What follows belongs to an exercise in optimizing a design on an open flow for small area; a production flow would make more cautious choices.
The RTL was checked by simulation tests, not by an equivalence proof against the original design.
No activity file was given, so power comes from the tool's default toggle rates.

run A:
## game_core
module game_core (
    input  logic        clk,
    input  logic        reset,
    input  logic [7:0]  keycode0,
    input  logic [7:0]  keycode1,
    output logic [9:0]  char_x,
    output logic [9:0]  char_y,
    output logic        ts_collide,
    output logic        bs_collide,
    output logic        left_collide,
    output logic        right_collide,
    output logic        bottom_collide,
    output logic [3:0]  char_state,
    output logic [3:0]  screen,
    output logic [10:0] background_number,
    output logic [3:0]  screen_state
);
For scale: ~930 cells after synthesis, ~66 I/O pins, about 5100 um^2 of cells after synthesis.
export LEC_CHECK = 0
export CAP_MARGIN = 20
export CORE_MARGIN = 2
export CORE_UTILIZATION = 25
export GPL_TIMING_DRIVEN = 0
export SLEW_MARGIN = 20
create_clock -name core_clock -period 12.0 [get_ports {clk}]
standard.sh (not shown) runs the stock make flow with config.mk's settings and CLKGATE_MAP_FILE= SYNTH_SCRIPT=/design/flow/synth_recipe.tcl, a recipe that flattens the netlist after the stock synthesis.
==> flow/flow/run.sh <==
#!/bin/bash
# Own layout flow: the standard synthesis, then the combinational logic
# re-mapped for area by yosys/ABC (every flip-flop instance kept exactly as the
# standard synthesis made it), then the standard layout steps.
set -euo pipefail
W=$(pwd)
R=$W/orfs/results/${FLOW_PLATFORM}/game_core/base
LIB=$FLOW_HOME/platforms/${FLOW_PLATFORM}/lib/sky130_fd_sc_hd__tt_025C_1v80.lib
YOSYS=$(command -v yosys || true)
[[ -n "$YOSYS" ]] || YOSYS=$FLOW_HOME/../tools/install/yosys/bin/yosys

# 1. standard synthesis
bash standard.sh synth > "$W/flow_synth.log" 2>&1
cp "$R/1_2_yosys.v" "$W/std_1_2_yosys.v"

# 2. re-map the combinational logic for area
IN="$W/std_1_2_yosys.v" OUT="$W/remap.v" LIB="$LIB" TOP="$FLOW_TOP" \
  ABC_SCRIPT="$W/flow/remap.abc" "$YOSYS" -c "$W/flow/remap.tcl" > "$W/flow_remap.log" 2>&1

# 3. the rest of the standard layout, from the re-mapped netlist
cp "$W/remap.v" "$R/1_2_yosys.v"
rm -f "$R/1_synth.odb" "$R/1_synth.sdc"
# port buffers: the smallest buffer; clock tree: clkbuf_8, no dummy loads
bash standard.sh BUFFER_PORTS_ARGS="-buffer_cell sky130_fd_sc_hd__buf_1" \
  CTS_ARGS="-sink_clustering_enable -repair_clock_nets -buf_list sky130_fd_sc_hd__clkbuf_8 -dont_use_dummy_load" \
  finish > "$W/flow_layout.log" 2>&1
==> flow/flow/remap.abc <==
strash
&get -n
&deepsyn -T 30
&put
dch -f
amap
topo
==> flow/flow/remap.tcl <==
# remap.tcl: re-map the combinational logic of a mapped netlist for area,
# keeping every flip-flop instance (name, cell type, connections) as it is.
# env: LIB, IN, OUT, ABC_SCRIPT
yosys read_liberty -ignore_miss_func $::env(LIB)
yosys blackbox {sky130_fd_sc_hd__*df*} {sky130_fd_sc_hd__*dl*} {sky130_fd_sc_hd__*sdf*}
yosys read_verilog $::env(IN)
yosys hierarchy -top $::env(TOP)
yosys flatten
yosys rename -hide {w:_*}
yosys hierarchy -top $::env(TOP)
yosys opt_clean -purge
yosys abc -liberty $::env(LIB) -dont_use {*probe*} -dont_use {*lpflow*} -script $::env(ABC_SCRIPT)
yosys opt_clean -purge
yosys hilomap -hicell sky130_fd_sc_hd__conb_1 HI -locell sky130_fd_sc_hd__conb_1 LO
yosys opt_clean -purge
yosys insbuf -buf sky130_fd_sc_hd__buf_1 A X
yosys splitnets
yosys opt_clean -purge
yosys tee -o $::env(OUT).stat stat -liberty $::env(LIB)
yosys write_verilog -noattr -nohex -nodec $::env(OUT)
Run A went all the way through synthesis, placement and routing and the layout is clean on timing, DRC and antenna.
Input-level comparison between run B and run A:
==> flow/flow/run.sh <==
#!/bin/bash
# Own layout flow: the standard synthesis, then the combinational logic
# re-mapped for area by yosys/ABC (every flip-flop instance kept exactly as the
# standard synthesis made it), then the standard layout steps with the
# smallest port buffers and a clock tree without dummy loads.
set -euo pipefail
W=$(pwd)
R=$W/orfs/results/${FLOW_PLATFORM}/game_core/base
LIB=$FLOW_HOME/platforms/${FLOW_PLATFORM}/lib/sky130_fd_sc_hd__tt_025C_1v80.lib
YOSYS=$(command -v yosys || true)
[[ -n "$YOSYS" ]] || YOSYS=$FLOW_HOME/../tools/install/yosys/bin/yosys

# 1. standard synthesis
bash standard.sh synth > "$W/flow_synth.log" 2>&1
cp "$R/1_2_yosys.v" "$W/std_1_2_yosys.v"

# 2. re-map the combinational logic for area: eight ABC runs (different
#    seeds, with and without dc2 first), four at a time; keep the smallest
remap() {
  IN="$W/std_1_2_yosys.v" OUT="$W/remap_$1.v" LIB="$LIB" TOP="$FLOW_TOP" \
    ABC_SCRIPT="$W/remap_$1.abc" "$YOSYS" -c "$W/flow/remap.tcl" > "$W/flow_remap_$1.log" 2>&1
}
for s in 1 2 3 4 5 6 7 8; do
  if (( s % 2 )); then pre='dc2\n'; else pre=''; fi
  printf "strash\n${pre}&get -n\n&deepsyn -T 60 -S %s\n&put\ndch -f\namap\ntopo\n" "$s" > "$W/remap_$s.abc"
done
for s in 1 2 3 4; do remap $s & done
wait
for s in 5 6 7 8; do remap $s & done
wait
best=""
best_area=""
for s in 1 2 3 4 5 6 7 8; do
  a=$(awk '/Chip area/ {print $NF}' "$W/remap_$s.v.stat")
  echo "remap $s: $a" >> "$W/flow_remap.log"
  if [[ -z "$best" ]] || awk -v a="$a" -v b="$best_area" 'BEGIN {exit !(a < b)}'; then
    best=$s
    best_area=$a
  fi
done
echo "kept remap $best ($best_area)" >> "$W/flow_remap.log"

# 3. the rest of the standard layout, from the re-mapped netlist
cp "$W/remap_$best.v" "$R/1_2_yosys.v"
rm -f "$R/1_synth.odb" "$R/1_synth.sdc"
bash standard.sh BUFFER_PORTS_ARGS="-buffer_cell sky130_fd_sc_hd__buf_1" \
  CTS_ARGS="-sink_clustering_enable -sink_clustering_size 40 -sink_clustering_max_diameter 300 -repair_clock_nets -buf_list sky130_fd_sc_hd__clkbuf_16 -dont_use_dummy_load" \
  finish > "$W/flow_layout.log" 2>&1
removed: flow/flow/remap.abc
Findings:
- Of run B and run A, it is run B that has the higher final setup slack of the worst path.
- Between run A and run B, core footprint decreased.
- Of run A and run B, the lower number of antenna violations at the first check in global routing belongs to run B.
- ~same register area in run A and run B
- Summary of run B over run A: clock group share of total power +4.5 points, synthesized cell count -1.5%.
diff inputs: run B => run C
==> flow/flow/run.sh <==
#!/bin/bash
# Own layout flow: the standard synthesis, then the combinational logic
# re-mapped for area by yosys/ABC (every flip-flop instance kept exactly as the
# standard synthesis made it), then the standard layout steps with the
# smallest port buffers and a clock tree without dummy loads.
set -euo pipefail
W=$(pwd)
R=$W/orfs/results/${FLOW_PLATFORM}/game_core/base
LIB=$FLOW_HOME/platforms/${FLOW_PLATFORM}/lib/sky130_fd_sc_hd__tt_025C_1v80.lib
YOSYS=$(command -v yosys || true)
[[ -n "$YOSYS" ]] || YOSYS=$FLOW_HOME/../tools/install/yosys/bin/yosys

# 1. standard synthesis
bash standard.sh synth > "$W/flow_synth.log" 2>&1
cp "$R/1_2_yosys.v" "$W/std_1_2_yosys.v"

# 2. re-map the combinational logic for area: four ABC runs with different
#    seeds, keep the smallest
for s in 1 2 3 4; do
  printf 'strash\ndc2\n&get -n\n&deepsyn -T 60 -S %s\n&put\ndch -f\namap\ntopo\n' "$s" > "$W/remap_$s.abc"
  IN="$W/std_1_2_yosys.v" OUT="$W/remap_$s.v" LIB="$LIB" TOP="$FLOW_TOP" \
    ABC_SCRIPT="$W/remap_$s.abc" "$YOSYS" -c "$W/flow/remap.tcl" > "$W/flow_remap_$s.log" 2>&1 &
done
wait
best=""
best_area=""
for s in 1 2 3 4; do
  a=$(awk '/Chip area/ {print $NF}' "$W/remap_$s.v.stat")
  echo "remap $s: $a" >> "$W/flow_remap.log"
  if [[ -z "$best" ]] || awk -v a="$a" -v b="$best_area" 'BEGIN {exit !(a < b)}'; then
    best=$s
    best_area=$a
  fi
done
echo "kept remap $best ($best_area)" >> "$W/flow_remap.log"

# 3. the rest of the standard layout, from the re-mapped netlist
cp "$W/remap_$best.v" "$R/1_2_yosys.v"
rm -f "$R/1_synth.odb" "$R/1_synth.sdc"
bash standard.sh BUFFER_PORTS_ARGS="-buffer_cell sky130_fd_sc_hd__buf_1" \
  CTS_ARGS="-sink_clustering_enable -sink_clustering_size 40 -sink_clustering_max_diameter 300 -repair_clock_nets -buf_list sky130_fd_sc_hd__clkbuf_8 -dont_use_dummy_load" \
  finish > "$W/flow_layout.log" 2>&1
--- outcome ---
Run C reached the final stage; the timing, DRC and antenna checks on its layout passed. Summary of run C over run B: combinational power decreased 41%, final critical-path share of the clock period decreased 1.6 points. Overall via count from detail_route (run C over run B): increase, 1.1%. Cell with the biggest individual delay on the critical path = sky130_fd_sc_hd__a2111oi_0: run C; cell with the biggest individual delay on the critical path = sky130_fd_sc_hd__dfxtp_1: run B. Taking run B as the reference, in run C fraction of the core area covered by cells at the end of the flow went down 0.69 points, area after synthesis moved up.
--- input diff run C..run D ---
-- flow/flow/run.sh --
<<< run C, line 16

# 2. re-map the combinational logic for area: four ABC runs with different
#    seeds, keep the smallest
for s in 1 2 3 4; do
  printf 'strash\ndc2\n&get -n\n&deepsyn -T 60 -S %s\n&put\ndch -f\namap\ntopo\n' "$s" > "$W/remap_$s.abc"
  IN="$W/std_1_2_yosys.v" OUT="$W/remap_$s.v" LIB="$LIB" TOP="$FLOW_TOP" \
    ABC_SCRIPT="$W/remap_$s.abc" "$YOSYS" -c "$W/flow/remap.tcl" > "$W/flow_remap_$s.log" 2>&1 &
done
wait
>>> run D, line 16

# 2. re-map the combinational logic for area: eight ABC runs (different
#    seeds, with and without dc2 first), four at a time; keep the smallest
remap() {
  IN="$W/std_1_2_yosys.v" OUT="$W/remap_$1.v" LIB="$LIB" TOP="$FLOW_TOP" \
    ABC_SCRIPT="$W/remap_$1.abc" "$YOSYS" -c "$W/flow/remap.tcl" > "$W/flow_remap_$1.log" 2>&1
}
for s in 1 2 3 4 5 6 7 8; do
  if (( s % 2 )); then pre='dc2\n'; else pre=''; fi
  printf "strash\n${pre}&get -n\n&deepsyn -T 60 -S %s\n&put\ndch -f\namap\ntopo\n" "$s" > "$W/remap_$s.abc"
done
for s in 1 2 3 4; do remap $s & done
wait
for s in 5 6 7 8; do remap $s & done
wait
<<< run C, line 26
best_area=""
for s in 1 2 3 4; do
  a=$(awk '/Chip area/ {print $NF}' "$W/remap_$s.v.stat")
>>> run D, line 32
best_area=""
for s in 1 2 3 4 5 6 7 8; do
  a=$(awk '/Chip area/ {print $NF}' "$W/remap_$s.v.stat")
<<< run C, line 40
bash standard.sh BUFFER_PORTS_ARGS="-buffer_cell sky130_fd_sc_hd__buf_1" \
  CTS_ARGS="-sink_clustering_enable -sink_clustering_size 40 -sink_clustering_max_diameter 300 -repair_clock_nets -buf_list sky130_fd_sc_hd__clkbuf_8 -dont_use_dummy_load" \
  finish > "$W/flow_layout.log" 2>&1
>>> run D, line 46
bash standard.sh BUFFER_PORTS_ARGS="-buffer_cell sky130_fd_sc_hd__buf_1" \
  CTS_ARGS="-repair_clock_nets -buf_list sky130_fd_sc_hd__clkbuf_8 -dont_use_dummy_load" \
  finish > "$W/flow_layout.log" 2>&1
Findings:
Re global-route usage over all layers: run D is 2.2 points up on run C.
A layer with the highest usage after global routing of met2 is what run C shows, while met1 belongs to run D.
On run D: post-layout total power is 0.00032 W higher than what run C gave.
Going from run C to run D, the synthesized area per cell was found to have gone down by 2.4%.
Critical path depth: run D > run C
In run D, the biggest cell delay along the critical path came out 0.17 ns above the value in run C.
Of run C and run D, the run reporting the higher slew at the pin closest to its max-slew limit was run C.
Via count improves in run D relative to run C.
The ratio of final minimum period to clock period in run D sits 2.9 points above the value recorded for run C.
Between run D and run C, the area growth from synthesis to layout figures differ only marginally.
Non-filler instance count after layout on run D is up relative to run C.
Row setup slack: run D lower / run C higher

-- what the ideal ports hide --
The flow's constraints put no driver on any port. The routed layouts listed below were extracted and timed again, unchanged, in two steps. Step 1 (the two cells are an assumption about what drives the block):
set clk [get_ports {clk}]
set_driving_cell -lib_cell sky130_fd_sc_hd__clkbuf_16 $clk
set_driving_cell -lib_cell sky130_fd_sc_hd__buf_2 [delete_from_list [all_inputs] $clk]
Step 2 also shifts input and output timing later by t, the mid clock arrival at the registers, as if the neighbouring blocks saw the same clock. a / b / c = ideal ports / drivers / drivers and shift; a / b = the first two.
| run | t, ns | setup slack, ns | worst setup path after step 2 | worst register clock-pin slew, ns |
|---|---|---|---|---|
| run A | 0.325 | 3.332 / 3.300 / 3.625 | register to output | 0.08 / 0.08 |
| run B | 0.340 | 3.813 / 3.769 / 4.109 | register to output | 0.07 / 0.07 |
| run C | 0.328 | 4.000 / 3.966 / 4.294 | register to output | 0.08 / 0.08 |
| run D | 0.362 | 3.657 / 3.620 / 3.983 | register to output | 0.09 / 0.09 |
After both steps setup and hold are still met in every run listed.
